Source: an optimization exercise on an open RTL-to-GDS flow (aim: small area, a short achievable clock period and few clock cycles). Production flows keep margins and buffers that such runs may drop.
The RTL was checked by simulation tests, not by an equivalence proof against the original design.
Power is estimated from default activity; no workload was simulated.

## run 1
==> flow/design.v <==
module LZ77_Encoder(clk,reset,chardata,valid,encode,finish,offset,match_len,char_nxt);
input 				clk;
input 				reset;
input 		[7:0] 	chardata;
output  	reg  valid;
output  			encode;
output  	reg	finish;
output  	reg [4:0] 	offset;
output  		[4:0] 	match_len;
output  		[7:0] 	char_nxt;
reg		[4*31-1:0]	hist;
reg		[29:0]		base;
reg		[4:0]		len;
reg					fresh;	 
reg					full;	 
reg		[9:0]		cnt;	 
assign	encode = 1'b1;
assign	match_len = len;
assign	char_nxt = {2'b00, finish, 1'b0, hist[7:4]};
wire		run = ~cnt[9];
wire		eob = cnt[9] & ~|cnt[8:0];
wire	[9:0]	cnt_nxt = cnt + 10'd1;
reg		[29:0]		hv;
reg		[29:0]		m;
integer i;
always @(*)
begin
	for (i = 0; i < 30; i = i + 1)
	begin
		hv[i] = ~cnt_nxt[9] & ((|cnt_nxt[8:5]) | (cnt_nxt[4:0] > i));
		m[i] = (hist[4*(i+1) +: 4] == hist[3:0]);
	end
end
wire	[29:0]	a = base & m;
wire			emit = full | cnt[9] | ~|a;
wire	[4:0]	cur = fresh ? 5'd0 : len;
reg		[4:0]	best;
always @(*)
begin
	best = 5'd0;
	for (i = 0; i < 30; i = i + 1)
		if (base[i]) best = i;
end
always @(posedge clk or posedge reset)
begin
	if (reset)
	begin
		cnt <= 10'h3ff;
		valid <= 1'b0;
		finish <= 1'b0;
	end
	else
	begin
		cnt <= cnt_nxt;
		valid <= ~finish & (eob | (run & emit));
		finish <= finish | eob;
	end
end
always @(posedge clk)
begin
	hist <= {hist[4*30-1:0], (cnt == 10'd511) ? 4'h4 : chardata[3:0]};
	base <= emit ? hv : a;
	len <= emit ? cur : cur + 5'd1;
	fresh <= emit;
	full <= ~emit & (cur == 5'd23);
	offset <= fresh ? 5'd0 : best;
end
endmodule
==> flow/config.mk <==
export PLATFORM = sky130hd
export DESIGN_NAME = LZ77_Encoder
export DESIGN_NICKNAME = LZ77_Encoder
export VERILOG_FILES = /design/flow/design.v
export SDC_FILE = /design/flow/constraint.sdc
export NUM_CORES = 4
export LEC_CHECK = 0
export ABC_CLOCK_PERIOD_IN_PS = 2500
export CAP_MARGIN = 20
export CORE_MARGIN = 2
export CORE_UTILIZATION = 50
export SLEW_MARGIN = 20
==> flow/constraint.sdc <==
create_clock -name core_clock -period 10.0 [get_ports {clk}]
set_input_delay 2.0000 -clock core_clock [delete_from_list [all_inputs] [get_ports {clk}]]
set_output_delay 2.0000 -clock core_clock [all_outputs]
set_load 0.01 [all_outputs]
standard.sh (not shown) runs the stock make flow with config.mk's settings and CLKGATE_MAP_FILE= SYNTH_SCRIPT=/design/flow/synth_recipe.tcl, a recipe that flattens the netlist after the stock synthesis.
==> flow/flow/run.sh <==
#!/bin/bash
# Standard ORFS layout, with buf_4 port buffers and repair_timing aiming at
# a setup slack of 7.0 ns (the design's natural period is far below the 10 ns clock).
set -euo pipefail
export BUFFER_PORTS_ARGS="-buffer_cell sky130_fd_sc_hd__buf_4"
export SETUP_SLACK_MARGIN=7.0
bash standard.sh finish > orfs_make.log 2>&1
The flow did not stop early for run 1: all stages ran, and the layout cleared the timing, design-rule and antenna checks.
Testbench counts of run 1, summed over its fixed seeds: cycles 16,448.
Edits applied to the flow inputs when going from run 1 to run 2:
- ABC_CLOCK_PERIOD_IN_PS removed (was 2500)
-- flow/flow/run.sh --
<<< run 1, line 6
export SETUP_SLACK_MARGIN=7.0
bash standard.sh finish > orfs_make.log 2>&1
>>> run 2, line 6
export SETUP_SLACK_MARGIN=7.0
export CTS_ARGS="-sink_clustering_enable -repair_clock_nets -dont_use_dummy_load -buf_list sky130_fd_sc_hd__clkbuf_8 -sink_clustering_size 30"
export POST_FLOORPLAN_TCL=$PWD/flow/downsize.tcl
bash standard.sh finish > orfs_make.log 2>&1
==> flow/flow/downsize.tcl (new file) <==
# Size every combinational cell down to the smallest drive strength the
# platform allows; the flow's later repair steps size up what timing needs.
set db [ord::get_db]
set dont_use $::env(DONT_USE_CELLS)
set n 0
foreach inst [[ord::get_db_block] getInsts] {
  set m [[$inst getMaster] getName]
  if { ![regexp {^(sky130_fd_sc_hd__[a-z0-9]+)_(\d+)$} $m -> base drive] } { continue }
  if { [regexp {__(df|ed|sd|dl|tap|conb|fill|decap|clk)} $m] } { continue }
  foreach s {0 1 2 4} {
    set cand ${base}_$s
    if { $cand eq $m } { break }
    if { [lsearch -exact $dont_use $cand] >= 0 } { continue }
    set nm [$db findMaster $cand]
    if { $nm eq "NULL" } { continue }
    if { [$inst swapMaster $nm] } { incr n; break }
  }
}
puts "downsize: resized $n instances"
[summary]
- The final layout from run 1, which completed every stage, passed the timing, design-rule and antenna checks at the end of the flow.
- Run 2 finished all stages; the layout is clean.
- Static power due to leakage down about 4% in run 2 wrt run 1
- Run 2: hold slack lower than run 1
- Clock edge transition at the registers on the reported setup and hold paths (run 2 over run 1): increase, 0.03 ns
- Changes observed in run 2 relative to run 1: distinct cell type count after synthesis was more or less identical, global-route total usage across every layer went up by 0.90 points, met1 layer usage reported by global route went up by 2.0 points, post-synthesis to final-layout area growth went down by 4.4 points.
- Area: run 2 vs run 1 -> run 2 smaller
--- input diff run 2..run 3 ---
- ABC_AREA newly set to 1
Notes after the runs:
Run 3: flow completed, timing, DRC and antenna clean. Compared with run 2, net count of the finished layout in run 3 increased by more than 10%. Run 2 → run 3: synthesized area lost about 2.8%, fraction of power consumed by the clock network lost 0.4 points, area of the placeable core lost about 4%, switching power summed over all nets picked up an extra about 10%. The final reports for run 3 and run 2 show number of iterations in the first detailed-routing pass higher in the former. From run 2 to run 3 the numbers moved as follows: sequential share of layout area picked up an extra 0.31 points, power went up, worst setup margin barely changed, stage delay of the slowest cell on the critical path ~0 delta.
> inputs changed (run 3 -> run 4)
- removing ABC_AREA (formerly 1)
-- flow/flow/run.sh --
<<< run 3, line 7
export CTS_ARGS="-sink_clustering_enable -repair_clock_nets -dont_use_dummy_load -buf_list sky130_fd_sc_hd__clkbuf_8 -sink_clustering_size 30"
export POST_FLOORPLAN_TCL=$PWD/flow/downsize.tcl
bash standard.sh finish > orfs_make.log 2>&1
>>> run 4, line 7
export CTS_ARGS="-sink_clustering_enable -repair_clock_nets -dont_use_dummy_load -buf_list sky130_fd_sc_hd__clkbuf_8 -sink_clustering_size 30"
bash standard.sh finish > orfs_make.log 2>&1
removed: flow/flow/downsize.tcl
## What came out
- Number of non-clock inverters | run 4 below run 3
- Of run 4 and run 3, it is run 4 that has the higher final cell area excluding filler cells.
- Of run 4 and run 3, it is run 4 that has the lower data arrival time at the worst-slack endpoint.
- Run 4 vs. run 3: average via count per standard cell decreased by about 4.3% relative to the old numbers, met3 layer usage reported by global route decreased by 0.97 points relative to the old numbers, die area increased by 410 µm² relative to the old numbers, count of placed standard cells including taps decreased by 15% relative to the old numbers.

-- separate check: timing with driven ports --
Ports are ideal in the flow. The routed layouts listed here were re-timed in OpenROAD.
Step 1, drivers: a clkbuf_16 drives clk and a buf_2 each remaining input, both assumed.
Step 2 times the ports against the registers' clock, not the clock port: input delays grow and output delays shrink by t, the midpoint of the rising clock arrivals with the driver on.
Slacks: ideal / step 1 / step 2; pairs: ideal / step 1.
run | t (ns) | setup slack, ns | clock arrival spread, ns | worst register clock-pin slew, ns | cell pins on the clock port's net
run 1 | 0.469 | 7.033 / 6.989 / 7.071 | 0.015 / 0.015 | 0.07 / 0.07 | 1
run 2 | 0.482 | 6.996 / 6.959 / 7.163 | 0.025 / 0.025 | 0.09 / 0.09 | 1
run 3 | 0.488 | 6.997 / 6.955 / 7.100 | 0.035 / 0.035 | 0.09 / 0.09 | 1
run 4 | 0.479 | 7.025 / 6.986 / 7.167 | 0.028 / 0.028 | 0.09 / 0.09 | 1
After both steps setup and hold are still met in every run listed.
